From an optimization exercise on the open Yosys and OpenROAD flow, aimed at small area and a short achievable clock period; shortcuts taken in it are not production practice. Function was not checked in any run shown here: the RTL went through the layout flow alone. Power and IR drop assume default switching activity.

## design/flow/config.mk

```make
export PLATFORM = sky130hd
export DESIGN_NAME = gca_dlnv
export DESIGN_NICKNAME = gca_dlnv
export VERILOG_FILES = /design/flow/design.v
export SDC_FILE = /design/flow/constraint.sdc
export NUM_CORES = 4
export LEC_CHECK = 0
export CAP_MARGIN = 20
export CORE_MARGIN = 2
export CORE_UTILIZATION = 40
export CTS_BUF_LIST = sky130_fd_sc_hd__clkbuf_4 sky130_fd_sc_hd__clkbuf_8
export SETUP_SLACK_MARGIN = 1.8
export SLEW_MARGIN = 20
```

## design/flow/constraint.sdc

```tcl
create_clock -name core_clock -period 5.0 [get_ports {CLK}]
set_input_delay 1.0000 -clock core_clock [delete_from_list [all_inputs] [get_ports {CLK}]]
set_output_delay 1.0000 -clock core_clock [all_outputs]
set_load 0.01 [all_outputs]
```

## design/flow/design.v

```verilog
module gca_dlnv(
    input [31:0]    coord0,
    input [31:0]    coord1,
    input           ld,
    input           step,
    input           CLK,
    output          FC,
    output [20:0]   ADDR
);
    wire [10:0] xs = coord0[10:0];
    wire [9:0]  ys = coord0[20:11];
    wire [10:0] x1 = coord1[10:0];
    wire [9:0]  y1 = coord1[20:11];
    reg  [10:0] x;
    reg  [9:0]  y;
    reg         sx, sy;      
    reg  [10:0] dx;          
    reg  [9:0]  dy;          
    reg         xmaj;        
    reg         xmaj_n;      
    reg         xmaj_m;      
    reg  [11:0] h;           
    reg         eqx, eqy;    
    wire c = ~h[11];
    wire [11:0] tx  = {1'b0, x1} + {1'b0, ~xs};
    wire [10:0] ty  = {1'b0, y1} + {1'b0, ~ys};
    wire [10:0] tx1 = x1 + ~xs + 11'd1;
    wire [9:0]  ty1 = y1 + ~ys + 10'd1;
    wire [10:0] adx = tx[11] ? tx1 : ~tx[10:0];
    wire [9:0]  ady = ty[10] ? ty1 : ~ty[9:0];
    wire        cmp = dx >= {1'b0, dy};
    wire [11:0] mn = xmaj_m ? {2'b0, dy} : {1'b0, dx};
    wire [11:0] mj = xmaj_n ? {2'b0, dy} : {1'b0, dx};
    wire [11:0] h0 = mn + ~{1'b0, mj[11:1]} + {11'd0, ~mj[0]};
    wire        cxa = c & ~xmaj_n;
    wire        cxb = c & xmaj_n;
    wire [11:0] nm  = ~(({12{cxa}} & {1'b0, dx}) | ({12{cxb}} & {2'b0, dy}));
    wire [11:0] cs  = h ^ mn ^ nm;
    wire [11:0] cc  = (h & mn) | (h & nm) | (mn & nm);
    wire [11:0] hs  = cs + {cc[10:0], 1'b1};
    wire mx = step & ~ld & (xmaj | c);
    wire my = step & ~ld & (~xmaj | c);
    wire [10:0] wx = x ^ {11{sx}};
    wire [9:0]  wy = y ^ {10{sy}};
    wire [10:0] fx;
    wire [9:0]  fy;
    assign fx[0] = 1'b1;
    assign fy[0] = 1'b1;
    genvar i;
    generate
        for (i = 1; i < 11; i = i + 1) begin : gfx
            assign fx[i] = &wx[i-1:0];
        end
        for (i = 1; i < 10; i = i + 1) begin : gfy
            assign fy[i] = &wy[i-1:0];
        end
    endgenerate
    wire [10:0] ex = x ^ x1;
    wire [9:0]  ey = y ^ y1;
    wire eqx_hold = ~|ex;
    wire eqy_hold = ~|ey;
    wire eqx_step = ex == fx;
    wire eqy_step = ey == fy;
    assign ADDR = {y, x};
    assign FC = ~ld & (xmaj ? eqx : eqy);
    always @(posedge CLK) begin
        x <= ld ? xs : x ^ ({11{mx}} & fx);
        y <= ld ? ys : y ^ ({10{my}} & fy);
        eqx <= mx ? eqx_step : eqx_hold;
        eqy <= my ? eqy_step : eqy_hold;
        if (ld) begin
            sx <= ~tx[11];
            sy <= ~ty[10];
            dx <= adx;
            dy <= ady;
            xmaj <= cmp;
            xmaj_n <= ~cmp;
            xmaj_m <= cmp;
            h <= h0;
        end else if (step) begin
            h <= hs;
        end
    end
endmodule
```

## design/flow/flow/run.sh

```bash
#!/bin/bash
# Own layout flow: the standard ORFS flow (standard.sh) with
#  - ORFS's full/half-adder extraction turned off, so ABC maps the adders
#  - a shorter ABC mapping script (structural choices, then delay mapping)
#  - plain buffers on the ports instead of the delay cells ORFS picks
set -euo pipefail
here=$(pwd)
rm -rf "$here/scripts_mod"
cp -r "$FLOW_HOME/scripts" "$here/scripts_mod"
cp "$here/flow/abc_speed.script" "$here/scripts_mod/abc_speed.script"
export SCRIPTS_DIR="$here/scripts_mod"
export ADDER_MAP_FILE=
export BUFFER_PORTS_ARGS="-buffer_cell sky130_fd_sc_hd__buf_2"
bash standard.sh > standard.log 2>&1
```

## design/flow/flow/abc_speed.script

```
&get -n
&st
&dch
&nf
&put
```

## design/flow/standard.sh

```bash
#!/bin/bash
# synth_recipe.tcl (not shown) runs the flow's synth.tcl, then flattens the netlist and writes it again
# the make line also repeats each setting of config.mk as NAME=value (left out here)
make -C /OpenROAD-flow-scripts/flow DESIGN_CONFIG=/design/flow/config.mk WORK_HOME=/design/flow/orfs CLKGATE_MAP_FILE= SYNTH_SCRIPT=/design/flow/synth_recipe.tcl "${@:-finish}"
```

==> results of run 1 <==
through the flow:
step                power [W]  cells   util  setup slack, ns  instance area, um2
floorplan             0.00266    723      -             1.81                5720
global placement      0.00313    970  0.452             1.37                6280
detailed placement    0.00318    970  0.452             1.30                6280
CTS                   0.00363    999  0.473             1.76                6570
global route          0.00415   1003  0.486             1.65                6740
finish                0.00381   1003  0.486             1.85                6740
power by group through the flow:
stage | logic, W | clock network (W) | registers [W]
floorplan | 0.00183 | 0 | 0.000831
global placement | 0.00228 | 0 | 0.000852
detailed placement | 0.00232 | 0 | 0.000861
CTS | 0.00237 | 0.000420 | 0.000843
global route | 0.00285 | 0.000437 | 0.000861
finish | 0.00257 | 0.000403 | 0.000841
cell type report:
cell class | instances | area (um2)
flip-flops and latches | 60 | 1570
clock inverters | 3 | 13.8
fillers | 1353 | 7140
repair buffers | 84 | 478
clock buffers | 13 | 160
inverters | 24 | 90.1
well taps | 180 | 225
multi-input cells | 639 | 4200
registers in the layout (all words and copies together) (netlist names):
name	flops
h	12
dx	11
x	11
dy	10
y	10
eqx	1
eqy	1
sx	1
sy	1
xmaj_m	1
xmaj_n	1
worst paths after layout:
kind              cells after the start  startpoint    end
setup / recovery                      9      xmaj_m  h[11]
hold reg to reg                       2        y[9]   y[9]
setup reg to reg                      9      xmaj_m  h[11]
hold / removal                        2        y[9]   y[9]
logic make-up after synthesis:
group                    after synthesis
AND/OR/NAND/NOR                      261
XOR/XNOR                             176
AO/OA/AOI/OAI                        168
flip-flops                            60
multiplexers                          30
buffers and inverters                 24
adder cells (fa/ha/maj)                4
critical path: stages (launching register included):
cell and delay [ns]:
edfxtp_1 0.52, mux2_1 0.46, o22ai_1 0.19, a21boi_0 0.33
xnor2_1 0.21, nor4_1 0.50, clkinv_1 0.13, o211ai_1 0.31
xnor2_1 0.16, o21ai_0 0.08
metal layers:
metal  part of all wire  wire length (um)  track usage  up-vias
li1                   -                 -            -     2696
met1               0.48              6820        0.260     2457
met2               0.47              6740        0.320      117
met3              0.037               528       0.0226       22
met4              0.017               248       0.0703        0
met5                  0                 0            0        -
repair_timing:
item | CTS | global route
pin swaps | 2 | 2
endpoints found under the setup margin | 12 | 26
setup buffers | 13 | 4
gates cloned | 0 | 0
resized for setup | 1 | 27
cells in the final DEF (no fill, tap or decap), types with 5 or more instances in the layout:
cell type	synthesis	final
a21o_1	5	5
a21oi_1	41	40
a31oi_1	13	12
buf_2	0	66
buf_4	0	17
clkbuf_8	0	10
clkinv_1	24	25
dfxtp_1	23	23
edfxtp_1	37	37
mux2_1	11	11
mux2i_1	19	16
nand2_1	92	92
nand2b_1	25	25
nand3_1	8	8
nand4_1	6	6
nor2_1	87	87
nor2b_1	13	13
nor3_1	11	10
o211ai_1	5	5
o21ai_0	77	71
o21ai_1	0	6
o22ai_1	5	5
xnor2_1	113	105
xnor2_2	0	8
xor2_1	63	57
xor2_2	0	6
==> flow_metrics.py, run 1 <==
metrics = {
    "route": {
        "num_vias": 5292,
        "drt-initial-drc-count": 204,
        "firstDrtPassIters": 5,
        "vias_per_cell": 5.28,
        "final_antenna_net_count": 0,
        "drc": 0,
        "post_drt_wl_per_cell_um": 14.3,
        "totalWireLength_um": 14300,
    },
    "final_layout": {
        "drive_above_1_share": 0.152,
        "antenna_cells": 0,
        "syn2layout_area_growth_pct": 18.6,
        "fin_nets": 885,
    },
    "timing": {
        "period_share": 0.629,
        "fin_worst_skew_ns": 0.0103,
        "relSlewSlack": 0.310,
        "setup_viol": 0,
        "fin_tns_setup_ns": 0,
        "rsz0062_at_grt": "true",
        "fmax_mhz": 318,
        "slew_viol_final": 0,
        "worst_pin_slew_ns": 1.03,
        "whs_ns": 0.583,
        "hold_violations": 0,
        "finalCriticalPeriod_ns": 3.15,
    },
    "synth": {
        "synth_top_area_cell": "edfxtp_1",
        "synth_top_family_by_area": "XOR/XNOR gates",
        "syn-cell-area_um2": 5680,
        "synthMuxAreaShare": 0.0553,
        "synthAdderAreaFrac": 0.00705,
        "synth_top_area_frac": 0.196,
        "avgSynthCellArea_um2": 7.86,
        "yosysUniqueCellTypes": 42,
        "synth_compound_area_frac": 0.169,
        "async_flop_share": 0,
        "synth.ff_latch_count": 60,
        "synth_edf_count": 37,
        "synth_xor_area_frac": 0.271,
        "syn-num-nets": 790,
        "synth_ff_type": "edfxtp_1",
        "yosysSeqAreaShare": 0.277,
        "post-synth-top-count-cell": "xnor2_1",
        "netlist_top_cells_count": "xnor2_1 (113), nand2_1 (92), nor2_1 (87)",
        "ys.warnings.count": 1,
        "synthCells": 723,
        "synth.area.top_cells": "edfxtp_1 (20%), xnor2_1 (17%), xor2_1 (9.7%), dfxtp_1 (8.1%), o21ai_0 (6.8%)",
        "yosys.area_share.simple": 0.205,
    },
    "critical_path": {
        "required_ns": 5.07,
        "r2r_setup_slack_ns": 1.85,
        "path_class": "flip-flop to flip-flop",
        "cp-end-kind": "flip-flop",
        "start_kind": "flip-flop",
        "crit_arrival_ns": 3.22,
        "cp_max_fo": 7,
    },
    "power_and_ir_drop": {
        "powerDensity_nw_per_um2": 565,
        "internal_power_w": 0.00197,
        "seq_power_share": 0.221,
        "power_frac_clock": 0.106,
        "max-vdd-ir-drop_uv": 209,
        "cellLeakagePower_nw": 2.49,
        "power_switching_w": 0.00184,
        "comb_power_share": 0.673,
        "swShare": 0.482,
    },
    "cts": {
        "cts_tree": "yes",
        "cts_max_path_buffers": 2,
        "clk_pin_slew_ns": 0.07,
        "cts_root_buffer": "clkbuf_8",
        "clk_latency_ns": 0.35,
        "numClockSinks": 60,
        "cts-buffers-inserted": 9,
        "htreeDepth": 3,
        "holdBufCountCts": 0,
    },
    "grt": {
        "grt_overflow": 0,
        "track_usage": 0.194,
        "grt_start_max_net_pins": 58,
        "grt_first_pass_wirelength_um": 23400,
        "antenna_found_initial": 0,
        "grt_pass1_vias": 4939,
    },
    "placed_design": {
        "port_buffers": 66,
        "detailed_place_hpwl_um": 11100,
        "routabilityCongestion": 0.931,
    },
    "floorplan": {
        "start_util": 0.409,
        "ios": 89,
        "die_y_um": 123,
        "die_area_um2": 15200,
        "design.core.area_um2": 13900,
        "die_w_um": 123,
        "rows": 43,
    },
    "run": {
        "maxCapViolCount": 0,
    },
    "worst_hold_path": {
        "min_path_type": "flip-flop to flip-flop",
    },
    "outcome": {
        "status": "no timing/DRC/antenna violations",
    },
}
==> inputs of run 2 (changes only) <==
--- a/design/flow/config.mk
+++ b/design/flow/config.mk
@@ -9,5 +9,5 @@
 export CORE_MARGIN = 2
 export CORE_UTILIZATION = 40
 export CTS_BUF_LIST = sky130_fd_sc_hd__clkbuf_4 sky130_fd_sc_hd__clkbuf_8
-export SETUP_SLACK_MARGIN = 1.8
+export SETUP_SLACK_MARGIN = 2.2
 export SLEW_MARGIN = 20
==> flow_metrics.py, run 2 <==
metrics = {
    "final_layout": {
        "fin_nets": 914,
        "antenna_cells": 0,
        "multi_input_area_um2": 5040,
        "most-common-layout-cells": "xnor2_1 (91), nand2_1 (90), nor2_1 (65)",
        "drive_above_1_share": 0.310,
        "regMostFlops": "h",
        "final_common_cell": "xnor2_1",
        "register_area_um2": 1570,
        "fill_cells": 1274,
        "largest_register_ffs": 12,
        "syn2layout_area_growth_pct": 38.9,
        "largestRegisters": "h x12, dx x11, x x11",
    },
    "floorplan": {
        "die_w_um": 123,
        "rows": 43,
        "design.core.area_um2": 13900,
        "start_util": 0.409,
        "ios": 89,
        "die_y_um": 123,
        "die_area_um2": 15200,
    },
    "route": {
        "vias_per_cell": 5.31,
        "firstDrtPassIters": 5,
        "totalWireLength_um": 15500,
        "post_drt_wl_per_cell_um": 15.1,
        "drc": 0,
        "num_vias": 5471,
        "met1Wirelength_um": 7050,
        "drt-initial-drc-count": 252,
        "wl_met2_um": 7720,
        "final_antenna_net_count": 0,
        "wl_met3_um": 449,
        "top_layer": "met4",
    },
    "timing": {
        "hold_violations": 0,
        "rsz0062_at_grt": "true",
        "period_share": 0.560,
        "worst_pin_slew_ns": 0.916,
        "fin_tns_setup_ns": 0,
        "relSlewSlack": 0.389,
        "fin_worst_skew_ns": 0.00689,
        "finalCriticalPeriod_ns": 2.80,
        "fmax_mhz": 357,
        "slew_viol_final": 0,
        "setup_viol": 0,
    },
    "critical_path": {
        "start_kind": "flip-flop",
        "cp-end-kind": "flip-flop",
        "required_ns": 5.09,
        "reg2reg_from": "xmaj_n",
        "r2r_end": "h[8]",
        "crit_path_top_delay_cell": "edfxtp_1",
        "path_class": "flip-flop to flip-flop",
        "critPathLaunch": "xmaj_n",
        "path_buf_inv": 1,
        "crit_arrival_ns": 2.89,
        "cp_max_fo": 6,
        "cp_cell_sequence": "buf_4 -> mux2i_4 -> nor2_2 -> maj3_2 -> xnor2_4 -> nor2_1 -> a21o_1 -> a31oi_2 -> xnor2_1 -> o21ai_0",
        "critPathCapture": "h[8]",
        "r2r_setup_slack_ns": 2.20,
        "cp.depth": 10,
        "reg2reg_depth": 10,
        "max_stage_delay_ns": 0.48,
        "critical_path.top_delay_family": "compound AO/OA/AOI/OAI gates",
    },
    "cts": {
        "cts_tree": "yes",
        "clk_latency_ns": 0.36,
        "numClockSinks": 60,
        "htreeDepth": 3,
        "clk_pin_slew_ns": 0.07,
        "cts-buffers-inserted": 9,
        "holdBufCountCts": 0,
        "cts_max_path_buffers": 2,
        "cts_root_buffer": "clkbuf_8",
    },
    "synth": {
        "syn-num-nets": 790,
        "synth_edf_count": 37,
        "netlist_top_cells_count": "xnor2_1 (113), nand2_1 (92), nor2_1 (87)",
        "synth_top_area_frac": 0.196,
        "synth_top_area_cell": "edfxtp_1",
        "synthCells": 723,
        "async_flop_share": 0,
        "avgSynthCellArea_um2": 7.86,
        "synth_ff_type": "edfxtp_1",
        "yosysUniqueCellTypes": 42,
        "ys.warnings.count": 1,
        "post-synth-top-count-cell": "xnor2_1",
        "yosysSeqAreaShare": 0.277,
        "synth.ff_latch_count": 60,
        "synth.area.top_cells": "edfxtp_1 (20%), xnor2_1 (17%), xor2_1 (9.7%), dfxtp_1 (8.1%), o21ai_0 (6.8%)",
        "syn-cell-area_um2": 5680,
    },
    "power_and_ir_drop": {
        "max-vdd-ir-drop_uv": 310,
        "power_w": 0.00489,
        "cellLeakagePower_nw": 2.90,
        "powerDensity_nw_per_um2": 619,
    },
    "grt": {
        "grt_start_max_net_pins": 53,
        "grt_pass1_vias": 5164,
        "antenna_found_initial": 0,
        "grt_overflow": 0,
        "track_usage": 0.197,
        "grt_first_pass_wirelength_um": 23800,
    },
    "placed_design": {
        "routabilityCongestion": 0.867,
        "detailed_place_hpwl_um": 10800,
        "port_buffers": 66,
    },
    "worst_hold_path": {
        "holdCritStartpoint": "y[9]",
        "min_path_type": "flip-flop to flip-flop",
    },
    "run": {
        "maxCapViolCount": 0,
    },
    "outcome": {
        "status": "no timing/DRC/antenna violations",
    },
}
-- run 2: cell counts after synthesis --
No cell type changed its count.
-- run 2: worst min-delay path by stage --
stage                     endpoint  slack (ns)  cells past startpoint
after floorplan             xmaj_m        0.58                      2
after detailed placement      y[9]        0.59                      2
after global placement       x[10]        0.57                      2
final                         y[9]        0.60                      2
after CTS                     y[9]        0.60                      2
after global routing          y[7]        0.65                      2
-- run 2: cell families (layout without fill, tap and decap cells) --
| group | after synthesis | count (layout) | share of synthesized area |
|---|---|---|---|
| buf+inv | 24 | 152 | 0.0159 |
| flops | 60 | 60 | 0.277 |
| simple gates | 261 | 261 | 0.205 |
| compound gates | 168 | 168 | 0.169 |
| mux | 30 | 30 | 0.0553 |
| fa+ha+maj | 4 | 4 | 0.00705 |
| xor+xnor | 176 | 176 | 0.271 |
-- run 2: metrics by stage --
stage / setup slack, ns / hold WS [ns] / util / instance area (um2) / std cells
global route: 2.06 / 0.654 / 0.569 / 7890 / 1031
CTS: 2.10 / 0.598 / 0.510 / 7080 / 1009
detailed placement: 1.48 / 0.588 / 0.465 / 6460 / 971
global placement: 1.53 / 0.569 / 0.465 / 6460 / 971
floorplan: 1.96 / 0.579 / - / 5890 / 723
finish: 2.20 / 0.596 / 0.569 / 7890 / 1031
-- run 2: area by class of cell --
type,instances,area share
Multi-Input combinational cell,639,0.639
Sequential cell,60,0.199
Timing Repair Buffer,113,0.0986
Tap cell,180,0.0285
Clock buffer,12,0.0185
Inverter,24,0.0114
Clock inverter,3,0.00491
-- run 2: metal layers --
metal | up-vias | global-route usage
li1 | 2753 | -
met1 | 2588 | 0.255
met2 | 109 | 0.340
met3 | 21 | 0.0203
met4 | 0 | 0.0732
met5 | - | 0
-- run 2: worst reg2reg max path, delay by kind of cell, from the launching register on --
family | cells | cell delay (ns)
AO/OA/AOI/OAI | 3 | 0.57
XOR/XNOR | 2 | 0.49
adder cells (fa/ha/maj) | 1 | 0.36
buffers and inverters | 1 | 0.18
flip-flops | 1 | 0.48
multiplexers | 1 | 0.27
AND/OR/NAND/NOR | 2 | 0.19
-- run 2: power breakdown --
group / leakage [nW] / total (W) / internal, W / switching (W)
Combinational: 2.24 / 0.00359 / 0.00161 / 0.00198
Clock: 0.0981 / 0.000447 / 0.000242 / 0.000205
Sequential: 0.561 / 0.000851 / 0.000708 / 0.000143
Total: 2.90 / 0.00489 / 0.00256 / 0.00233
-- run 2: repair_timing --
item,CTS,global route
hold endpoints to repair,0,0
cloned,0,1
resized for setup,51,134
pin swaps,7,40
endpoints found under the setup margin,33,30
buffers inserted,23,21
==> inputs of run 3 (changes only) <==
--- a/design/flow/config.mk
+++ b/design/flow/config.mk
@@ -7,7 +7,8 @@
 export LEC_CHECK = 0
 export CAP_MARGIN = 20
 export CORE_MARGIN = 2
-export CORE_UTILIZATION = 40
+export CORE_UTILIZATION = 65
 export CTS_BUF_LIST = sky130_fd_sc_hd__clkbuf_4 sky130_fd_sc_hd__clkbuf_8
+export GPL_TIMING_DRIVEN = 1
 export SETUP_SLACK_MARGIN = 2.2
 export SLEW_MARGIN = 20
==> flow_metrics.py, run 3 <==
metrics = {
    "placed_design": {
        "port_buffers": 66,
        "routabilityCongestion": 1.01,
        "place_inst": 898,
        "detailed_place_hpwl_um": 10800,
    },
    "final_layout": {
        "fill_cells": 276,
        "regMostFlops": "h",
        "drive_above_1_share": 0.323,
        "stdcell_count": 979,
        "syn2layout_area_growth_pct": 40.6,
        "antenna_cells": 0,
        "largestRegisters": "h x12, dx x11, x x11",
        "fin_nets": 933,
        "final_common_cell": "xnor2_1",
        "largest_register_ffs": 12,
        "most-common-layout-cells": "xnor2_1 (92), nand2_1 (90), nor2_1 (65)",
    },
    "floorplan": {
        "die_area_um2": 9510,
        "design.core.area_um2": 8590,
        "rows": 34,
        "die_w_um": 97.5,
        "ios": 89,
        "die_y_um": 97.5,
        "start_util": 0.661,
    },
    "timing": {
        "worst_pin_slew_ns": 1.06,
        "finalCriticalPeriod_ns": 3.15,
        "fin_tns_setup_ns": 0,
        "rsz0062_at_grt": "true",
        "slew_viol_final": 0,
        "relSlewSlack": 0.296,
        "fmax_mhz": 317,
        "period_share": 0.630,
        "fin_worst_skew_ns": 0.0164,
        "hold_violations": 0,
        "setup_viol": 0,
    },
    "outcome": {
        "status": "no timing/DRC/antenna violations",
    },
    "synth": {
        "avgSynthCellArea_um2": 7.86,
        "syn-cell-area_um2": 5680,
        "synth_top_area_cell": "edfxtp_1",
        "ys.warnings.count": 1,
        "synth_top_area_frac": 0.196,
        "synth.ff_latch_count": 60,
        "synthCells": 723,
        "netlist_top_cells_count": "xnor2_1 (113), nand2_1 (92), nor2_1 (87)",
        "yosysSeqAreaShare": 0.277,
        "yosysUniqueCellTypes": 42,
        "synth_ff_type": "edfxtp_1",
        "post-synth-top-count-cell": "xnor2_1",
        "synth_edf_count": 37,
        "async_flop_share": 0,
        "synth.area.top_cells": "edfxtp_1 (20%), xnor2_1 (17%), xor2_1 (9.7%), dfxtp_1 (8.1%), o21ai_0 (6.8%)",
        "syn-num-nets": 790,
    },
    "critical_path": {
        "required_ns": 5.07,
        "r2r_setup_slack_ns": 1.85,
        "reg2reg_from": "xmaj_n",
        "start_kind": "flip-flop",
        "crit_arrival_ns": 3.22,
        "reg2reg_depth": 10,
        "cp_max_fo": 5,
        "path_class": "flip-flop to flip-flop",
        "cp-end-kind": "flip-flop",
        "r2r_end": "h[9]",
    },
    "power_and_ir_drop": {
        "max-vdd-ir-drop_uv": 462,
        "cellLeakagePower_nw": 2.99,
        "powerDensity_nw_per_um2": 697,
    },
    "grt": {
        "grt_start_max_net_pins": 74,
        "grt_pass1_vias": 5709,
        "grt_overflow": 0,
        "track_usage": 0.338,
        "antenna_found_initial": 0,
        "grt_first_pass_wirelength_um": 26400,
    },
    "cts": {
        "numClockSinks": 60,
        "clk_latency_ns": 0.36,
        "clk_pin_slew_ns": 0.08,
        "cts_root_buffer": "clkbuf_8",
        "htreeDepth": 3,
        "cts-buffers-inserted": 9,
        "cts_tree": "yes",
        "cts_max_path_buffers": 2,
        "holdBufCountCts": 0,
    },
    "route": {
        "final_antenna_net_count": 0,
        "firstDrtPassIters": 8,
        "totalWireLength_um": 21800,
        "post_drt_wl_per_cell_um": 22.3,
        "drc": 0,
        "num_vias": 6690,
        "drt-initial-drc-count": 998,
        "vias_per_cell": 6.83,
    },
    "worst_hold_path": {
        "holdCritStartpoint": "x[10]",
        "whs_endpoint": "x[10]",
        "holdPathStages": 2,
        "min_path_type": "flip-flop to flip-flop",
    },
    "run": {
        "maxCapViolCount": 0,
    },
}
[run 3: cell counts after synthesis]
Identical to the previous run, type by type.
[run 3: kinds of logic after synthesis]
| family | count (synthesis) | share of synthesized area |
|---|---|---|
| and+or+nand+nor | 261 | 0.205 |
| xor gates and xnor gates | 176 | 0.271 |
| AOI/OAI and AO/OA | 168 | 0.169 |
| DFF | 60 | 0.277 |
| muxes | 30 | 0.0553 |
| buffers and inverters | 24 | 0.0159 |
| adders and majority gates | 4 | 0.00705 |
[run 3: layout make-up]
type,instances,area [um2],area share
multi-input combinational,640,5010,0.627
sequential,60,1570,0.197
timing repair buffer,131,908,0.114
clock buffer,12,159,0.0199
tap,108,135,0.0169
clock inverter,4,120,0.0150
inverter,24,90.1,0.0113
[run 3: report_power, final]
part	leakage (nW)	switching (W)	internal (W)	total (W)
Sequential	0.561	0.000158	0.000708	0.000865
Clock	0.140	0.000225	0.000415	0.000640
Combinational	2.29	0.00237	0.00169	0.00406
Total	2.99	0.00276	0.00281	0.00557
[run 3: worst max-delay path by stage]
stage | slack, ns | cells past startpoint | to | start
2_1_floorplan | 1.96 | 8 | dx[5] | coord0[3]
3_3_place_gp | 1.52 | 10 | dy[5] | coord0[16]
3_5_place_dp | 1.52 | 10 | dx[5] | coord0[3]
4_1_cts | 2.18 | 10 | h[11] | xmaj_n
5_1_grt | 1.78 | 11 | h[5] | xmaj_n
6_report | 1.85 | 10 | h[9] | xmaj_n
[run 3: per-stage QoR]
stage | instance area (um2) | util | hold slack (ns) | worst slack [ns] | total power, W
floorplan | 5890 | - | 0.579 | 1.96 | 0.00272
global placement | 6360 | 0.740 | 0.571 | 1.52 | 0.00314
detailed placement | 6360 | 0.740 | 0.580 | 1.52 | 0.00322
CTS | 7340 | 0.854 | 0.596 | 2.18 | 0.00445
global route | 7990 | 0.930 | 0.642 | 1.78 | 0.00578
finish | 7990 | 0.930 | 0.599 | 1.85 | 0.00557
[run 3: per-layer routing]
metal / vias to the layer above / GRT usage / wire length (um)
li1: 2798 / - / -
met1: 3110 / 0.404 / 7490
met2: 592 / 0.600 / 10300
met3: 190 / 0.0576 / 2260
met4: 0 / 0.141 / 1740
met5: - / 0 / 0
[run 3: critical path, cell delays in order (launching register included)]
cell      delay [ns]
edfxtp_1        0.58
buf_6           0.24
mux2i_2         0.34
nor2_2          0.12
xnor2_2         0.18
xnor2_2         0.27
o21ai_0         0.24
a21oi_1         0.32
o211ai_1        0.24
xnor2_1         0.21
o21ai_0         0.12
[run 3: repair_timing]
item                                    CTS  global route
setup buffers                            32            32
pin swaps                                21            48
resized for setup                        92           102
cloned                                    1             0
endpoints found under the setup margin   33            25
==> inputs of run 4 (changes only) <==
--- a/design/flow/design.v
+++ b/design/flow/design.v
@@ -21,7 +21,6 @@
     reg         xmaj_m;      
     reg  [11:0] h;           
     reg         eqx, eqy;    
-    wire c = ~h[11];
     wire [11:0] tx  = {1'b0, x1} + {1'b0, ~xs};
     wire [10:0] ty  = {1'b0, y1} + {1'b0, ~ys};
     wire [10:0] tx1 = x1 + ~xs + 11'd1;
@@ -29,17 +28,19 @@
     wire [10:0] adx = tx[11] ? tx1 : ~tx[10:0];
     wire [9:0]  ady = ty[10] ? ty1 : ~ty[9:0];
     wire        cmp = dx >= {1'b0, dy};
-    wire [11:0] mn = xmaj_m ? {2'b0, dy} : {1'b0, dx};
-    wire [11:0] mj = xmaj_n ? {2'b0, dy} : {1'b0, dx};
-    wire [11:0] h0 = mn + ~{1'b0, mj[11:1]} + {11'd0, ~mj[0]};
-    wire        cxa = c & ~xmaj_n;
-    wire        cxb = c & xmaj_n;
-    wire [11:0] nm  = ~(({12{cxa}} & {1'b0, dx}) | ({12{cxb}} & {2'b0, dy}));
-    wire [11:0] cs  = h ^ mn ^ nm;
-    wire [11:0] cc  = (h & mn) | (h & nm) | (mn & nm);
-    wire [11:0] hs  = cs + {cc[10:0], 1'b1};
-    wire mx = step & ~ld & (xmaj | c);
-    wire my = step & ~ld & (~xmaj | c);
+    wire gox = xmaj | h[11];         
+    wire goy = xmaj_n | ~h[11];      
+    wire [11:0] sa  = xmaj_m ? {2'b0, dy} : {3'b0, dy[9:1]};
+    wire [11:0] sb  = xmaj_m ? ~{2'b0, dx[10:1]} : ~{1'b0, dx};
+    wire        sci = xmaj_m ? ~dx[0] : dy[0];
+    wire [11:0] h0  = sa + sb + {11'd0, sci};
+    wire [11:0] pa = {2'b0, dy & {10{gox}}};
+    wire [11:0] pb = ~{1'b0, dx & {11{goy}}};
+    wire [11:0] cs = h ^ pa ^ pb;
+    wire [11:0] cc = (h & pa) | (h & pb) | (pa & pb);
+    wire [11:0] hs = cs + {cc[10:0], 1'b1};
+    wire mx = step & ~ld & gox;
+    wire my = step & ~ld & goy;
     wire [10:0] wx = x ^ {11{sx}};
     wire [9:0]  wy = y ^ {10{sy}};
     wire [10:0] fx;
--- a/design/flow/config.mk
+++ b/design/flow/config.mk
@@ -7,8 +7,7 @@
 export LEC_CHECK = 0
 export CAP_MARGIN = 20
 export CORE_MARGIN = 2
-export CORE_UTILIZATION = 65
+export CORE_UTILIZATION = 40
 export CTS_BUF_LIST = sky130_fd_sc_hd__clkbuf_4 sky130_fd_sc_hd__clkbuf_8
-export GPL_TIMING_DRIVEN = 1
-export SETUP_SLACK_MARGIN = 2.2
+export SETUP_SLACK_MARGIN = 1.8
 export SLEW_MARGIN = 20
==> flow_metrics.py, run 4 <==
metrics = {
    "outcome": {
        "status": "no timing/DRC/antenna violations",
    },
    "final_layout": {
        "drive_above_1_share": 0.121,
        "final_common_cell": "xnor2_1",
        "fin_nets": 898,
        "regMostFlops": "h",
        "antenna_cells": 0,
        "fill_cells": 1442,
        "syn2layout_area_growth_pct": 15.6,
        "final_area_um2": 6820,
        "most-common-layout-cells": "xnor2_1 (114), nand2_1 (89), o21ai_0 (71)",
        "largest_register_ffs": 12,
        "largestRegisters": "h x12, dx x11, x x11",
    },
    "timing": {
        "fin_worst_skew_ns": 0.00978,
        "finalCriticalPeriod_ns": 3.10,
        "setup_viol": 0,
        "hold_violations": 0,
        "fin_tns_setup_ns": 0,
        "rsz0062_at_grt": "true",
        "period_share": 0.620,
        "worst_pin_slew_ns": 0.896,
        "slew_viol_final": 0,
        "finalWorstSetupSlack_ns": 1.90,
        "relSlewSlack": 0.402,
        "fmax_mhz": 322,
    },
    "route": {
        "drt-initial-drc-count": 257,
        "firstDrtPassIters": 4,
        "post_drt_wl_per_cell_um": 14.4,
        "drc": 0,
        "totalWireLength_um": 14700,
        "vias_per_cell": 5.31,
        "num_vias": 5421,
        "final_antenna_net_count": 0,
    },
    "grt": {
        "grt_start_max_net_pins": 66,
        "grt_first_pass_wirelength_um": 24100,
        "grt_pass1_vias": 5112,
        "grt_overflow": 0,
        "antenna_found_initial": 0,
        "track_usage": 0.184,
    },
    "synth": {
        "synthCells": 742,
        "syn-num-nets": 809,
        "synth.ff_latch_count": 60,
        "synth_ff_type": "edfxtp_1",
        "netlist_top_cells_count": "xnor2_1 (118), nand2_1 (89), o21ai_0 (78)",
        "synth_top_area_frac": 0.188,
        "syn-cell-area_um2": 5890,
        "avgSynthCellArea_um2": 7.94,
        "synth_top_area_cell": "edfxtp_1",
        "yosysSeqAreaShare": 0.267,
        "synth_edf_count": 37,
        "synth.area.top_cells": "edfxtp_1 (19%), xnor2_1 (18%), dfxtp_1 (7.8%), xor2_1 (7.7%), o21ai_0 (6.6%)",
        "async_flop_share": 0,
        "post-synth-top-count-cell": "xnor2_1",
        "yosysUniqueCellTypes": 51,
        "ys.warnings.count": 1,
    },
    "floorplan": {
        "die_w_um": 125,
        "rows": 44,
        "die_area_um2": 15700,
        "start_util": 0.407,
        "die_y_um": 125,
        "design.core.area_um2": 14500,
        "ios": 89,
    },
    "critical_path": {
        "critPathLaunch": "xmaj_m",
        "cp_max_fo": 20,
        "start_kind": "flip-flop",
        "path_class": "flip-flop to flip-flop",
        "cp-end-kind": "flip-flop",
        "r2r_end": "h[11]",
        "required_ns": 5.07,
        "reg2reg_depth": 9,
        "reg2reg_from": "xmaj_m",
        "critPathCapture": "h[11]",
        "crit_arrival_ns": 3.18,
        "r2r_setup_slack_ns": 1.90,
    },
    "placed_design": {
        "post_dp_cell_area_um2": 6520,
        "routabilityCongestion": 0.858,
        "dp_slack_ns": 1.41,
        "port_buffers": 66,
        "detailed_place_hpwl_um": 11500,
    },
    "cts": {
        "clk_latency_ns": 0.34,
        "holdBufCountCts": 0,
        "numClockSinks": 60,
        "htreeDepth": 3,
        "clk_pin_slew_ns": 0.07,
        "cts_tree": "yes",
        "cts-buffers-inserted": 9,
        "cts_max_path_buffers": 2,
        "cts_root_buffer": "clkbuf_8",
    },
    "run": {
        "maxCapViolCount": 0,
    },
    "power_and_ir_drop": {
        "cellLeakagePower_nw": 2.53,
        "powerDensity_nw_per_um2": 542,
        "power_w": 0.00369,
        "max-vdd-ir-drop_uv": 195,
    },
    "worst_hold_path": {
        "min_path_type": "flip-flop to flip-flop",
    },
}
-- run 4: cell families (layout without fill, tap and decap cells) --
| family | count (synthesis) | in the layout | synth area share |
|---|---|---|---|
| flip-flops | 60 | 60 | 0.267 |
| AO/OA/AOI/OAI | 198 | 198 | 0.199 |
| buffers and inverters | 21 | 115 | 0.0134 |
| multiplexers | 30 | 30 | 0.0512 |
| AND/OR/NAND/NOR | 257 | 257 | 0.207 |
| adder cells (fa/ha/maj) | 6 | 6 | 0.0102 |
| XOR/XNOR | 170 | 170 | 0.253 |
-- run 4: repair_timing --
item	in CTS	in global routing
buffers inserted	0	7
resized for setup	8	6
endpoints found under the setup margin	10	11
-- run 4: final cells by class --
cell class | instances | area [um2] | share of cell area
clock buffers | 10 | 131 | 0.0193
clock inverters | 6 | 55.1 | 0.00808
inverters | 21 | 78.8 | 0.0116
multi-input cells | 661 | 4310 | 0.632
flip-flops and latches | 60 | 1570 | 0.231
well taps | 184 | 230 | 0.0338
repair buffers | 78 | 440 | 0.0646
-- run 4: where the power goes --
| part | switching (W) | internal, W |
|---|---|---|
| Sequential | 0.000121 | 0.000695 |
| Clock | 0.000206 | 0.000231 |
| Combinational | 0.00144 | 0.000995 |
| Total | 0.00177 | 0.00192 |
-- run 4: how the worst min path moves through the flow --
stage	end	slack, ns	start	depth (start not counted)
finish	x[10]	0.60	x[10]	2
global route	x[2]	0.66	x[2]	2
CTS	y[9]	0.60	y[9]	2
detailed placement	x[10]	0.59	x[10]	2
global placement	y[9]	0.58	y[9]	2
floorplan	xmaj_m	0.59	dx[10]	2
-- run 4: per-layer routing --
metal / GRT usage / vias up / part of all wire / routed length, um
met5: 0 / - / 0 / 0
met3: 0.0261 / 15 / 0.027 / 391
li1: - / 2828 / - / -
met1: 0.253 / 2485 / 0.50 / 7400
met4: 0.0516 / 0 / 0.013 / 192
met2: 0.305 / 93 / 0.46 / 6690
-- run 4: worst max-delay path: stages, from the launching register on --
cell and delay, ns:
edfxtp_1 0.54, buf_4 0.21, buf_4 0.23, or2_0 0.34
a31oi_1 0.41, xnor2_1 0.24, nor2_1 0.07, a211o_1 0.32
nor4_1 0.35, o31ai_1 0.12
-- run 4: per-stage QoR --
step / cells / hold slack (ns) / util
after floorplan: 742 / 0.595 / -
after global placement: 997 / 0.581 / 0.450
after detailed placement: 997 / 0.587 / 0.450
after CTS: 1013 / 0.604 / 0.465
after global routing: 1020 / 0.659 / 0.471
final: 1020 / 0.597 / 0.471
==> inputs of run 5 (changes only) <==
--- a/design/flow/config.mk
+++ b/design/flow/config.mk
@@ -9,5 +9,5 @@
 export CORE_MARGIN = 2
 export CORE_UTILIZATION = 40
 export CTS_BUF_LIST = sky130_fd_sc_hd__clkbuf_4 sky130_fd_sc_hd__clkbuf_8
-export SETUP_SLACK_MARGIN = 1.8
+export SETUP_SLACK_MARGIN = 2.0
 export SLEW_MARGIN = 20
==> flow_metrics.py, run 5 <==
metrics = {
    "synth": {
        "synthMuxAreaShare": 0.0512,
        "yosysSeqAreaShare": 0.267,
        "synth.area.top_cells": "edfxtp_1 (19%), xnor2_1 (18%), dfxtp_1 (7.8%), xor2_1 (7.7%), o21ai_0 (6.6%)",
        "async_flop_share": 0,
        "synthCells": 742,
        "synth_compound_area_frac": 0.199,
        "synth_xor_area_frac": 0.253,
        "synth_top_area_cell": "edfxtp_1",
        "synthAdderAreaFrac": 0.0102,
        "netlist_top_cells_count": "xnor2_1 (118), nand2_1 (89), o21ai_0 (78)",
        "yosys.area_share.simple": 0.207,
        "ys.warnings.count": 1,
        "syn-cell-area_um2": 5890,
        "synth_top_area_frac": 0.188,
        "syn-num-nets": 809,
        "post-synth-top-count-cell": "xnor2_1",
        "synth_top_family_by_area": "XOR/XNOR gates",
        "avgSynthCellArea_um2": 7.94,
        "synth_edf_count": 37,
        "synth_ff_type": "edfxtp_1",
        "yosysUniqueCellTypes": 51,
        "synth.ff_latch_count": 60,
    },
    "timing": {
        "relSlewSlack": 0.450,
        "whs_ns": 0.595,
        "fin_worst_skew_ns": 0.0105,
        "hold_violations": 0,
        "slew_viol_final": 0,
        "setup_viol": 0,
        "rsz0062_at_grt": "true",
        "fin_tns_setup_ns": 0,
        "period_share": 0.602,
        "fmax_mhz": 332,
        "worst_pin_slew_ns": 0.824,
        "finalCriticalPeriod_ns": 3.01,
    },
    "placed_design": {
        "post_dp_cell_area_um2": 6580,
        "place_inst": 997,
        "detailed_place_hpwl_um": 11300,
        "routabilityCongestion": 0.836,
        "port_buffers": 66,
    },
    "grt": {
        "grt_pass1_vias": 5127,
        "grt_first_pass_wirelength_um": 23900,
        "grt_overflow": 0,
        "track_usage": 0.184,
        "grt_start_max_net_pins": 55,
        "antenna_found_initial": 0,
    },
    "floorplan": {
        "die_w_um": 125,
        "die_y_um": 125,
        "start_util": 0.407,
        "ios": 89,
        "die_area_um2": 15700,
        "design.core.area_um2": 14500,
        "rows": 44,
    },
    "final_layout": {
        "register_area_um2": 1570,
        "drive_above_1_share": 0.176,
        "largestRegisters": "h x12, dx x11, x x11",
        "final_common_cell": "xnor2_1",
        "fill_cells": 1457,
        "most-common-layout-cells": "xnor2_1 (106), nand2_1 (89), buf_2 (65)",
        "fin_nets": 922,
        "antenna_cells": 0,
        "syn2layout_area_growth_pct": 21.7,
        "stdcell_count": 1044,
        "final_area_um2": 7170,
        "multi_input_area_um2": 4480,
        "regMostFlops": "h",
        "largest_register_ffs": 12,
    },
    "critical_path": {
        "cp_max_fo": 15,
        "crit_arrival_ns": 3.09,
        "required_ns": 5.08,
        "path_class": "flip-flop to flip-flop",
        "path_buf_inv": 1,
        "cp-end-kind": "flip-flop",
        "cp_cell_sequence": "buf_4 -> nand2b_4 -> nand2_1 -> maj3_1 -> xnor2_2 -> a2111oi_1 -> o21ai_0 -> a31oi_1 -> o31ai_1",
        "max_stage_delay_ns": 0.51,
        "critical_path.top_delay_family": "compound AO/OA/AOI/OAI gates",
        "start_kind": "flip-flop",
        "crit_path_top_delay_cell": "a2111oi_1",
    },
    "cts": {
        "cts_tree": "yes",
        "cts_root_buffer": "clkbuf_8",
        "holdBufCountCts": 0,
        "clk_latency_ns": 0.35,
        "clk_pin_slew_ns": 0.06,
        "cts_max_path_buffers": 2,
        "cts-buffers-inserted": 9,
        "numClockSinks": 60,
        "htreeDepth": 3,
    },
    "run": {
        "maxCapViolCount": 0,
    },
    "power_and_ir_drop": {
        "powerDensity_nw_per_um2": 578,
        "cellLeakagePower_nw": 2.72,
        "max-vdd-ir-drop_uv": 216,
        "power_w": 0.00414,
    },
    "route": {
        "drt-initial-drc-count": 283,
        "vias_per_cell": 5.31,
        "post_drt_wl_per_cell_um": 14.4,
        "firstDrtPassIters": 5,
        "num_vias": 5541,
        "totalWireLength_um": 15000,
        "final_antenna_net_count": 0,
        "drc": 0,
    },
    "outcome": {
        "status": "no timing/DRC/antenna violations",
    },
    "worst_hold_path": {
        "min_path_type": "flip-flop to flip-flop",
    },
}
## run 5: path summary, 6_finish.rpt
kind | from | end | slack [ns] | depth (start not counted)
min reg2reg | x[10] | x[10] | 0.60 | 2
min | x[10] | x[10] | 0.60 | 2
max | h[11] | h[9] | 1.99 | 9
max reg2reg | h[11] | h[9] | 1.99 | 9
## run 5: logic make-up (layout without fill, tap and decap cells)
family          after synthesis  count (layout)
simple gates                257             258
compound gates              198             198
xor+xnor                    170             170
flops                        60              60
mux                          30              30
buf+inv                      21             138
fa+ha+maj                     6               6
## run 5: final cells by class
class                   count  share of cell area
clock buffers              10              0.0183
clock inverters             6              0.0112
inverters                  21              0.0112
multi-input cells         662               0.624
flip-flops and latches     60               0.219
well taps                 184              0.0321
repair buffers            101              0.0841
## run 5: power breakdown
| part | leakage, nW | switching (W) | internal, W |
|---|---|---|---|
| registers | 0.560 | 0.000121 | 0.000696 |
| logic | 2.05 | 0.00160 | 0.00124 |
| clock network | 0.113 | 0.000203 | 0.000283 |
| total | 2.72 | 0.00193 | 0.00222 |
## run 5: routing by layer
layer  wire, um  GRT usage
met1       7280      0.248
met2       7020      0.306
met3        479     0.0223
met4        238     0.0680
met5          0          0
## run 5: through the flow
stage          setup WS, ns   util
2_1_floorplan          1.91      -
3_3_place_gp           1.50  0.454
3_5_place_dp           1.46  0.454
4_1_cts                1.89  0.476
5_1_grt                1.90  0.495
6_report               1.99  0.495
## run 5: worst register-to-register path: stages (launching register included)
cell,delay [ns]
edfxtp_1,0.35
buf_4,0.22
nand2b_4,0.20
nand2_1,0.13
maj3_1,0.44
xnor2_2,0.22
a2111oi_1,0.51
o21ai_0,0.24
a31oi_1,0.32
o31ai_1,0.13
## run 5: timing repair
action	in CTS	in global routing
gates resized for setup	7	27
gates cloned	0	1
buffers inserted	9	21
endpoints found under the hold margin	0	0
setup endpoints to repair	19	26
pin swaps	0	3
==> inputs of run 6 (changes only) <==
--- a/design/flow/design.v
+++ b/design/flow/design.v
@@ -69,14 +69,14 @@
         y <= ld ? ys : y ^ ({10{my}} & fy);
         eqx <= mx ? eqx_step : eqx_hold;
         eqy <= my ? eqy_step : eqy_hold;
+        sx <= ~tx[11];
+        sy <= ~ty[10];
+        dx <= adx;
+        dy <= ady;
+        xmaj <= cmp;
+        xmaj_n <= ~cmp;
+        xmaj_m <= cmp;
         if (ld) begin
-            sx <= ~tx[11];
-            sy <= ~ty[10];
-            dx <= adx;
-            dy <= ady;
-            xmaj <= cmp;
-            xmaj_n <= ~cmp;
-            xmaj_m <= cmp;
             h <= h0;
         end else if (step) begin
             h <= hs;
--- a/design/flow/config.mk
+++ b/design/flow/config.mk
@@ -9,5 +9,5 @@
 export CORE_MARGIN = 2
 export CORE_UTILIZATION = 40
 export CTS_BUF_LIST = sky130_fd_sc_hd__clkbuf_4 sky130_fd_sc_hd__clkbuf_8
-export SETUP_SLACK_MARGIN = 2.0
+export SETUP_SLACK_MARGIN = 1.8
 export SLEW_MARGIN = 20
==> flow_metrics.py, run 6 <==
metrics = {
    "power_and_ir_drop": {
        "max-vdd-ir-drop_uv": 270,
        "comb_power_share": 0.702,
        "cellLeakagePower_nw": 2.52,
        "internal_power_w": 0.00229,
        "powerDensity_nw_per_um2": 690,
        "power_switching_w": 0.00226,
        "power_w": 0.00455,
        "swShare": 0.497,
        "seq_power_share": 0.186,
        "power_frac_clock": 0.112,
    },
    "cts": {
        "htreeDepth": 3,
        "cts_max_path_buffers": 2,
        "clk_pin_slew_ns": 0.07,
        "holdBufCountCts": 0,
        "cts_tree": "yes",
        "clk_latency_ns": 0.35,
        "cts-buffers-inserted": 9,
        "numClockSinks": 60,
        "cts_root_buffer": "clkbuf_8",
    },
    "critical_path": {
        "required_ns": 5.16,
        "path_common_cell": "o21ai_0",
        "crit_arrival_ns": 3.27,
        "cp.depth": 10,
        "cp_cell_sequence": "buf_12 -> nand2b_4 -> buf_4 -> a21oi_1 -> o21ai_0 -> xnor2_2 -> nor4_1 -> o21ai_0 -> and4_1 -> o31ai_1",
        "critical_path.top_delay_family": "compound AO/OA/AOI/OAI gates",
        "max_stage_delay_ns": 0.45,
        "start_kind": "flip-flop",
        "reg2reg_depth": 10,
        "path_class": "flip-flop to flip-flop",
        "cp-end-kind": "flip-flop",
        "crit_path_top_delay_cell": "edfxtp_1",
        "cp_max_fo": 17,
        "r2r_setup_slack_ns": 1.89,
        "path_buf_inv": 2,
    },
    "synth": {
        "synth_ff_type": "dfxtp_1",
        "synth_top_area_cell": "xnor2_1",
        "synth_top_area_frac": 0.183,
        "synthCells": 742,
        "synth.area.top_cells": "xnor2_1 (18%), dfxtp_1 (17%), xor2_1 (8.1%), o21ai_0 (6.9%), edfxtp_1 (6.4%)",
        "yosysSeqAreaShare": 0.234,
        "yosysUniqueCellTypes": 51,
        "syn-num-nets": 809,
        "async_flop_share": 0,
        "netlist_top_cells_count": "xnor2_1 (118), nand2_1 (89), o21ai_0 (78)",
        "post-synth-top-count-cell": "xnor2_1",
        "synth_edf_count": 12,
        "avgSynthCellArea_um2": 7.61,
        "syn-cell-area_um2": 5640,
        "ys.warnings.count": 1,
        "synth.ff_latch_count": 60,
    },
    "placed_design": {
        "detailed_place_hpwl_um": 11300,
        "routabilityCongestion": 0.865,
        "place_inst": 993,
        "port_buffers": 66,
        "dp_slack_ns": 1.50,
        "post_dp_cell_area_um2": 6250,
    },
    "timing": {
        "slew_viol_final": 0,
        "worst_pin_slew_ns": 0.862,
        "hold_violations": 0,
        "period_share": 0.621,
        "fin_worst_skew_ns": 0.00467,
        "setup_viol": 0,
        "rsz0062_at_grt": "true",
        "finalCriticalPeriod_ns": 3.11,
        "fmax_mhz": 322,
        "fin_tns_setup_ns": 0,
        "relSlewSlack": 0.426,
        "finalWorstSetupSlack_ns": 1.89,
    },
    "worst_hold_path": {
        "holdPathStages": 2,
        "min_path_type": "flip-flop to flip-flop",
    },
    "floorplan": {
        "ios": 89,
        "die_area_um2": 15100,
        "die_y_um": 123,
        "die_w_um": 123,
        "design.core.area_um2": 13800,
        "rows": 43,
        "start_util": 0.408,
    },
    "route": {
        "num_vias": 5358,
        "firstDrtPassIters": 4,
        "post_drt_wl_per_cell_um": 14.2,
        "drt-initial-drc-count": 200,
        "drc": 0,
        "totalWireLength_um": 14400,
        "vias_per_cell": 5.29,
        "final_antenna_net_count": 0,
    },
    "final_layout": {
        "largestRegisters": "h x12, dx x11, x x11",
        "final_common_cell": "xnor2_1",
        "drive_above_1_share": 0.121,
        "final_area_um2": 6590,
        "fin_nets": 895,
        "most-common-layout-cells": "xnor2_1 (113), nand2_1 (89), o21ai_0 (73)",
        "regMostFlops": "h",
        "syn2layout_area_growth_pct": 16.7,
        "fill_cells": 1409,
        "largest_register_ffs": 12,
        "antenna_cells": 0,
        "stdcell_count": 1013,
    },
    "grt": {
        "grt_overflow": 0,
        "antenna_found_initial": 0,
        "track_usage": 0.195,
        "grt_start_max_net_pins": 39,
        "grt_pass1_vias": 4909,
        "grt_first_pass_wirelength_um": 23400,
    },
    "outcome": {
        "status": "no timing/DRC/antenna violations",
    },
    "run": {
        "maxCapViolCount": 0,
    },
}
## run 6: changes by cell type in the layout (fill, tap and decap cells not counted), moves of 2 or more
cell | previous run | this run
a21oi_1 | 54 | 56
o21ai_1 | 9 | 5
clkinv_2 | 5 | 3
xor2_1 | 49 | 51
nor4_2 | 5 | 1
xor2_2 | 3 | 1
edfxtp_1 | 37 | 12
o21ai_2 | 6 | 0
buf_4 | 35 | 7
xnor2_1 | 106 | 113
o21ai_0 | 63 | 73
dfxtp_1 | 23 | 47
nor4_1 | 8 | 12
xnor2_2 | 12 | 5
## run 6: cell type report
type / instances / area [um2] / share of cell area
inverter: 21 / 78.8 / 0.0120
timing repair buffer: 75 / 414 / 0.0629
tap: 180 / 225 / 0.0342
multi-input combinational: 661 / 4320 / 0.657
sequential: 60 / 1320 / 0.201
clock inverter: 5 / 75.1 / 0.0114
clock buffer: 11 / 145 / 0.0220
## run 6: power by group through the flow
stage	registers (W)	logic, W	clock network [W]
global placement	0.000862	0.00300	0
floorplan	0.000848	0.00235	0
finish	0.000847	0.00319	0.000508
global route	0.000870	0.00355	0.000547
detailed placement	0.000865	0.00297	0
CTS	0.000857	0.00302	0.000523
## run 6: kinds of logic (layout without fill, tap and decap cells)
kind of cell | after synthesis | count (layout) | share of synthesized area
AOI/OAI and AO/OA | 198 | 198 | 0.208
DFF | 60 | 60 | 0.234
buffers and inverters | 21 | 112 | 0.0140
xor gates and xnor gates | 170 | 170 | 0.264
adders and majority gates | 6 | 6 | 0.0106
muxes | 30 | 30 | 0.0534
and+or+nand+nor | 257 | 257 | 0.216
## run 6: final timing paths
path,start,to
worst max register to register,h[11],h[9]
worst min register to register,x[10],x[10]
worst max-delay path,h[11],h[9]
worst min-delay path,x[10],x[10]
## run 6: per-stage QoR
step                 util  hold slack [ns]
floorplan               -            0.495
global placement    0.452            0.582
detailed placement  0.452            0.595
CTS                 0.469            0.604
global route        0.476            0.633
finish              0.476            0.599
## run 6: per-layer routing
| layer | share of wire | track usage | up-vias |
|---|---|---|---|
| met5 | 0 | 0 | - |
| met4 | 0.018 | 0.0618 | 0 |
| met3 | 0.030 | 0.0274 | 15 |
| met2 | 0.45 | 0.315 | 97 |
| met1 | 0.50 | 0.268 | 2444 |
| li1 | - | - | 2802 |
## run 6: tightest hold or removal path, stage by stage, from the launching register on
cell,delay (ns)
dfxtp_1,0.34
xor2_1,0.14
o21ai_0,0.07
## run 6: repair_timing
item | CTS | global route
endpoints found under the setup margin | 7 | 14
gates cloned | 0 | 0
setup buffers | 0 | 4
resized for setup | 7 | 11
==> inputs of run 7 (changes only) <==
--- a/design/flow/flow/run.sh
+++ b/design/flow/flow/run.sh
@@ -10,5 +10,5 @@
 cp "$here/flow/abc_speed.script" "$here/scripts_mod/abc_speed.script"
 export SCRIPTS_DIR="$here/scripts_mod"
 export ADDER_MAP_FILE=
-export BUFFER_PORTS_ARGS="-buffer_cell sky130_fd_sc_hd__buf_2"
+export BUFFER_PORTS_ARGS="-buffer_cell sky130_fd_sc_hd__buf_1"
 bash standard.sh > standard.log 2>&1
==> flow_metrics.py, run 7 <==
metrics = {
    "outcome": {
        "status": "no timing/DRC/antenna violations",
    },
    "final_layout": {
        "final_area_um2": 6470,
        "final_core_util": 0.468,
        "final_common_cell": "xnor2_1",
        "largest_register_ffs": 12,
        "fill_cells": 1421,
        "most-common-layout-cells": "xnor2_1 (114), nand2_1 (89), o21ai_0 (73)",
        "drive_above_1_share": 0.0444,
        "largestRegisters": "h x12, dx x11, x x11",
        "antenna_cells": 0,
        "syn2layout_area_growth_pct": 14.7,
        "fin_nets": 896,
        "regMostFlops": "h",
    },
    "grt": {
        "antenna_found_initial": 0,
        "grt_pass1_vias": 4978,
        "grt_start_max_net_pins": 39,
        "track_usage": 0.196,
        "grt_first_pass_wirelength_um": 23600,
        "grt_overflow": 0,
    },
    "placed_design": {
        "port_buffers": 66,
        "detailed_place_hpwl_um": 11300,
        "post_dp_cell_area_um2": 6160,
        "routabilityCongestion": 0.856,
    },
    "worst_hold_path": {
        "holdCritStartpoint": "dx[10]",
        "min_path_type": "flip-flop to flip-flop",
    },
    "critical_path": {
        "cp_max_fo": 16,
        "required_ns": 5.10,
        "max_stage_delay_ns": 0.74,
        "start_kind": "flip-flop",
        "crit_path_top_delay_cell": "a2111oi_0",
        "cp-end-kind": "flip-flop",
        "critPathLaunch": "h[11]",
        "reg2reg_from": "h[11]",
        "path_class": "flip-flop to flip-flop",
        "cp_cell_sequence": "buf_12 -> nand2b_4 -> buf_4 -> a21oi_1 -> o21ai_0 -> xor2_2 -> a2111oi_0 -> o21a_1 -> o31a_1 -> o31ai_1",
        "crit_arrival_ns": 3.18,
    },
    "timing": {
        "slew_viol_final": 0,
        "whs_ns": 0.597,
        "relSlewSlack": 0.405,
        "fmax_mhz": 324,
        "finalCriticalPeriod_ns": 3.09,
        "fin_tns_setup_ns": 0,
        "hold_violations": 0,
        "period_share": 0.617,
        "worst_pin_slew_ns": 0.893,
        "fin_worst_skew_ns": 0.00769,
        "setup_viol": 0,
        "rsz0062_at_grt": "false",
    },
    "synth": {
        "ys.warnings.count": 1,
        "async_flop_share": 0,
        "synthCells": 742,
        "synth_top_area_frac": 0.183,
        "syn-num-nets": 809,
        "yosysSeqAreaShare": 0.234,
        "synth_top_area_cell": "xnor2_1",
        "syn-cell-area_um2": 5640,
        "synth.area.top_cells": "xnor2_1 (18%), dfxtp_1 (17%), xor2_1 (8.1%), o21ai_0 (6.9%), edfxtp_1 (6.4%)",
        "netlist_top_cells_count": "xnor2_1 (118), nand2_1 (89), o21ai_0 (78)",
        "yosysUniqueCellTypes": 51,
        "synth.ff_latch_count": 60,
        "avgSynthCellArea_um2": 7.61,
        "post-synth-top-count-cell": "xnor2_1",
        "synth_ff_type": "dfxtp_1",
        "synth_edf_count": 12,
    },
    "cts": {
        "cts_tree": "yes",
        "cts_max_path_buffers": 2,
        "holdBufCountCts": 0,
        "cts-buffers-inserted": 9,
        "numClockSinks": 60,
        "clk_pin_slew_ns": 0.07,
        "clk_latency_ns": 0.35,
        "cts_root_buffer": "clkbuf_8",
        "htreeDepth": 3,
    },
    "power_and_ir_drop": {
        "powerDensity_nw_per_um2": 687,
        "internal_power_w": 0.00220,
        "swShare": 0.505,
        "power_frac_clock": 0.095,
        "seq_power_share": 0.191,
        "power_switching_w": 0.00225,
        "max-vdd-ir-drop_uv": 269,
        "cellLeakagePower_nw": 2.31,
        "comb_power_share": 0.714,
    },
    "floorplan": {
        "die_area_um2": 15100,
        "ios": 89,
        "rows": 43,
        "die_y_um": 123,
        "design.core.area_um2": 13800,
        "die_w_um": 123,
        "start_util": 0.408,
    },
    "route": {
        "vias_per_cell": 5.29,
        "num_vias": 5366,
        "firstDrtPassIters": 6,
        "drt-initial-drc-count": 274,
        "post_drt_wl_per_cell_um": 14.0,
        "totalWireLength_um": 14200,
        "final_antenna_net_count": 0,
        "drc": 0,
    },
    "run": {
        "maxCapViolCount": 0,
    },
}
-- run 7: cell counts after synthesis --
Identical to the previous run, type by type.
-- run 7: cells by family (layout without fill, tap and decap cells) --
group / count (synthesis) / count (layout) / synth area share
AO/OA/AOI/OAI: 198 / 198 / 0.208
XOR/XNOR: 170 / 170 / 0.264
adder cells (fa/ha/maj): 6 / 6 / 0.0106
buffers and inverters: 21 / 113 / 0.0140
flip-flops: 60 / 60 / 0.234
multiplexers: 30 / 30 / 0.0534
AND/OR/NAND/NOR: 257 / 257 / 0.216
-- run 7: cell type report --
class / count / area (um2) / area share
clock inverter: 2 / 10.0 / 0.00155
clock buffer: 14 / 174 / 0.0269
tap: 180 / 225 / 0.0348
timing repair buffer: 76 / 340 / 0.0526
sequential: 60 / 1330 / 0.205
multi-input combinational: 661 / 4320 / 0.667
inverter: 21 / 78.8 / 0.0122
-- run 7: per-stage QoR --
step | instances | power, W | setup slack (ns)
global route | 1014 | 0.00483 | 1.79
detailed placement | 993 | 0.00383 | 1.41
finish | 1014 | 0.00445 | 1.91
floorplan | 742 | 0.00319 | 1.96
CTS | 1009 | 0.00430 | 1.78
global placement | 993 | 0.00382 | 1.44
-- run 7: routing by layer --
metal  routed length (um)  track usage  part of all wire
met5                    0            0                 0
met4                  193       0.0625             0.014
met3                  372       0.0214             0.026
met2                 6630        0.321              0.47
met1                 7040        0.268              0.49
-- run 7: worst paths after layout --
check	end	cells after the start	slack (ns)
max reg2reg	h[11]	10	1.91
min reg2reg	xmaj_m	2	0.60
min	xmaj_m	2	0.60
max	h[11]	10	1.91
-- run 7: power by group through the flow --
stage	Sequential, W	Combinational [W]	Clock (W)
detailed placement	0.000868	0.00296	0
finish	0.000851	0.00317	0.000422
global route	0.000872	0.00351	0.000450
global placement	0.000868	0.00296	0
floorplan	0.000848	0.00235	0
CTS	0.000862	0.00300	0.000436
-- run 7: worst max-delay path, delay by kind of cell, from the launching register on --
kind / cells / cell delay, ns
buffers and inverters: 2 / 0.40
xor gates and xnor gates: 1 / 0.23
DFF: 1 / 0.42
AOI/OAI and AO/OA: 6 / 1.59
and+or+nand+nor: 1 / 0.19
-- run 7: repair_timing --
| item | CTS | global route |
|---|---|---|
| pin swaps | 0 | 0 |
| buffers inserted | 0 | 5 |
| setup endpoints to repair | 7 | 14 |
| gates cloned | 0 | 0 |
| resized for setup | 7 | 11 |
==> inputs of run 8 (changes only) <==
--- a/design/flow/config.mk
+++ b/design/flow/config.mk
@@ -9,5 +9,5 @@
 export CORE_MARGIN = 2
 export CORE_UTILIZATION = 40
 export CTS_BUF_LIST = sky130_fd_sc_hd__clkbuf_4 sky130_fd_sc_hd__clkbuf_8
-export SETUP_SLACK_MARGIN = 1.8
+export SETUP_SLACK_MARGIN = 2.0
 export SLEW_MARGIN = 20
==> flow_metrics.py, run 8 <==
metrics = {
    "outcome": {
        "status": "no timing/DRC/antenna violations",
    },
    "critical_path": {
        "cp-end-kind": "flip-flop",
        "max_stage_delay_ns": 0.44,
        "path_buf_inv": 1,
        "cp_max_fo": 16,
        "cp_cell_sequence": "buf_12 -> nand2b_4 -> nand2_1 -> maj3_1 -> xnor2_1 -> nor4_1 -> nand3_1 -> and4_1 -> o31ai_1",
        "cp.depth": 9,
        "reg2reg_depth": 9,
        "start_kind": "flip-flop",
        "crit_path_top_delay_cell": "maj3_1",
        "r2r_setup_slack_ns": 2.07,
        "required_ns": 5.16,
        "crit_arrival_ns": 3.09,
        "path_class": "flip-flop to flip-flop",
        "critical_path.top_delay_family": "simple AND/OR/NAND/NOR gates",
    },
    "floorplan": {
        "ios": 89,
        "start_util": 0.408,
        "die_area_um2": 15100,
        "rows": 43,
        "die_w_um": 123,
        "die_y_um": 123,
        "design.core.area_um2": 13800,
    },
    "placed_design": {
        "detailed_place_hpwl_um": 11200,
        "dp_slack_ns": 1.38,
        "routabilityCongestion": 0.867,
        "post_dp_cell_area_um2": 6160,
        "port_buffers": 66,
    },
    "worst_hold_path": {
        "holdPathStages": 2,
        "min_path_type": "flip-flop to flip-flop",
    },
    "grt": {
        "grt_overflow": 0,
        "track_usage": 0.198,
        "grt_pass1_vias": 5041,
        "grt_start_max_net_pins": 39,
        "antenna_found_initial": 0,
        "grt_first_pass_wirelength_um": 23800,
    },
    "timing": {
        "worst_pin_slew_ns": 0.894,
        "relSlewSlack": 0.404,
        "slew_viol_final": 0,
        "rsz0062_at_grt": "true",
        "fin_tns_setup_ns": 0,
        "setup_viol": 0,
        "fmax_mhz": 341,
        "finalWorstSetupSlack_ns": 2.07,
        "period_share": 0.586,
        "hold_violations": 0,
        "finalCriticalPeriod_ns": 2.93,
        "fin_worst_skew_ns": 0.00779,
    },
    "cts": {
        "clk_pin_slew_ns": 0.07,
        "cts_tree": "yes",
        "cts_root_buffer": "clkbuf_8",
        "clk_latency_ns": 0.35,
        "htreeDepth": 3,
        "numClockSinks": 60,
        "cts_max_path_buffers": 2,
        "cts-buffers-inserted": 9,
    },
    "final_layout": {
        "fin_nets": 896,
        "multi_input_area_um2": 4460,
        "syn2layout_area_growth_pct": 17.6,
        "regMostFlops": "h",
        "final_area_um2": 6640,
        "register_area_um2": 1330,
        "final_core_util": 0.480,
        "fill_cells": 1390,
        "most-common-layout-cells": "xnor2_1 (106), nand2_1 (88), buf_1 (65)",
        "drive_above_1_share": 0.0672,
        "largest_register_ffs": 12,
        "largestRegisters": "h x12, dx x11, x x11",
        "antenna_cells": 0,
        "final_common_cell": "xnor2_1",
    },
    "synth": {
        "post-synth-top-count-cell": "xnor2_1",
        "syn-cell-area_um2": 5640,
        "ys.warnings.count": 1,
        "synth.area.top_cells": "xnor2_1 (18%), dfxtp_1 (17%), xor2_1 (8.1%), o21ai_0 (6.9%), edfxtp_1 (6.4%)",
        "synth_edf_count": 12,
        "synthCells": 742,
        "avgSynthCellArea_um2": 7.61,
        "netlist_top_cells_count": "xnor2_1 (118), nand2_1 (89), o21ai_0 (78)",
        "synth_top_area_cell": "xnor2_1",
        "async_flop_share": 0,
        "syn-num-nets": 809,
        "yosysUniqueCellTypes": 51,
        "synth_ff_type": "dfxtp_1",
        "synth_top_area_frac": 0.183,
        "synth.ff_latch_count": 60,
        "yosysSeqAreaShare": 0.234,
    },
    "route": {
        "post_drt_wl_per_cell_um": 14.1,
        "firstDrtPassIters": 5,
        "drc": 0,
        "final_antenna_net_count": 0,
        "drt-initial-drc-count": 222,
        "num_vias": 5402,
        "totalWireLength_um": 14300,
        "vias_per_cell": 5.33,
    },
    "power_and_ir_drop": {
        "swShare": 0.492,
        "power_frac_clock": 0.102,
        "comb_power_share": 0.719,
        "power_w": 0.00477,
        "cellLeakagePower_nw": 2.38,
        "powerDensity_nw_per_um2": 718,
        "internal_power_w": 0.00242,
        "max-vdd-ir-drop_uv": 305,
        "seq_power_share": 0.179,
        "power_switching_w": 0.00234,
    },
    "run": {
        "maxCapViolCount": 0,
    },
}
[run 8: path summary, 6_finish.rpt]
check / startpoint / endpoint
worst max register to register: h[11] / h[9]
worst max-delay path: h[11] / h[9]
worst min-delay path: y[9] / y[9]
worst min register to register: y[9] / y[9]
[run 8: logic make-up (layout without fill, tap and decap cells)]
logic type | count (synthesis) | count (layout) | synth area share
AOI/OAI and AO/OA | 198 | 198 | 0.208
xor gates and xnor gates | 170 | 170 | 0.264
adders and majority gates | 6 | 6 | 0.0106
buffers and inverters | 21 | 112 | 0.0140
DFF | 60 | 60 | 0.234
muxes | 30 | 30 | 0.0534
and+or+nand+nor | 257 | 257 | 0.216
[run 8: through the flow]
stage          hold slack (ns)  cells
2_1_floorplan            0.495    742
3_3_place_gp             0.581    992
3_5_place_dp             0.586    992
4_1_cts                  0.597   1010
5_1_grt                  0.646   1013
6_report                 0.594   1013
[run 8: worst register-to-register path, cell delays in order (launching register included)]
cell and delay [ns]:
edfxtp_1 0.42, buf_12 0.17, nand2b_4 0.20, nand2_1 0.19, maj3_1 0.44, xnor2_1 0.21, nor4_1 0.40, nand3_1 0.20
and4_1 0.27, o31ai_1 0.24
[run 8: layout make-up]
| type | count | area share |
|---|---|---|
| clock inverters | 5 | 0.0117 |
| flip-flops and latches | 60 | 0.200 |
| clock buffers | 10 | 0.0198 |
| repair buffers | 76 | 0.0513 |
| multi-input cells | 661 | 0.672 |
| well taps | 180 | 0.0339 |
| inverters | 21 | 0.0119 |
[run 8: repair_timing]
action	in CTS	in global routing
hold buffers	0	0
buffers inserted	3	3
cloned	0	0
endpoints found under the setup margin	15	22
pin swaps	0	3
gates resized for setup	19	32
[run 8: power by group through the flow]
stage	Clock [W]	Combinational, W	Sequential, W
global route	0.000523	0.00379	0.000877
floorplan	0	0.00235	0.000848
CTS	0.000501	0.00311	0.000847
detailed placement	0	0.00296	0.000869
finish	0.000486	0.00343	0.000853
global placement	0	0.00296	0.000867
[run 8: metal layers]
layer / share of wire / global-route usage / wire (um)
met1: 0.49 / 0.270 / 6960
met2: 0.45 / 0.319 / 6460
met3: 0.036 / 0.0223 / 521
met4: 0.024 / 0.0776 / 348
met5: 0 / 0 / 0

## afterwards: timing with drivers on the ports
In the flow no input, the clock included, has a driving cell. The finished layouts below were timed again as built, in two steps. Step 1, drivers: a clkbuf_16 drives CLK and a buf_2 each remaining input, both assumed. Step 2 moves the port delays by t, midway between the first and last clock arrival at a register: inputs arrive t later, outputs are due t later. That takes back most of the time a late clock gives input paths. a / b / c = ideal ports / drivers / drivers and shift; a / b = the first two.
run | t (ns) | slack for setup (ns) | worst hold slack (ns) | worst slew at a driven data input, ns
run 1 | 0.376 | 1.854 / 1.854 / 1.571 | 0.583 / 0.583 / 0.583 | 0.03
run 2 | 0.389 | 2.200 / 2.200 / 1.847 | 0.596 / 0.596 / 0.596 | 0.04
run 3 | 0.383 | 1.850 / 1.850 / 1.664 | 0.599 / 0.599 / 0.599 | 0.06
run 4 | 0.374 | 1.898 / 1.898 / 1.576 | 0.597 / 0.597 / 0.597 | 0.03
run 5 | 0.386 | 1.988 / 1.988 / 1.792 | 0.595 / 0.595 / 0.595 | 0.03
run 6 | 0.379 | 1.893 / 1.893 / 1.775 | 0.599 / 0.599 / 0.599 | 0.03
run 7 | 0.382 | 1.913 / 1.913 / 1.743 | 0.597 / 0.597 / 0.597 | 0.03
run 8 | 0.378 | 2.070 / 2.070 / 1.849 | 0.594 / 0.594 / 0.594 | 0.03
After both steps setup and hold are still met in every run listed. For run 2, which loses most, drivers alone change the setup slack by 0.000 ns; drivers and shift together by -0.353 ns.
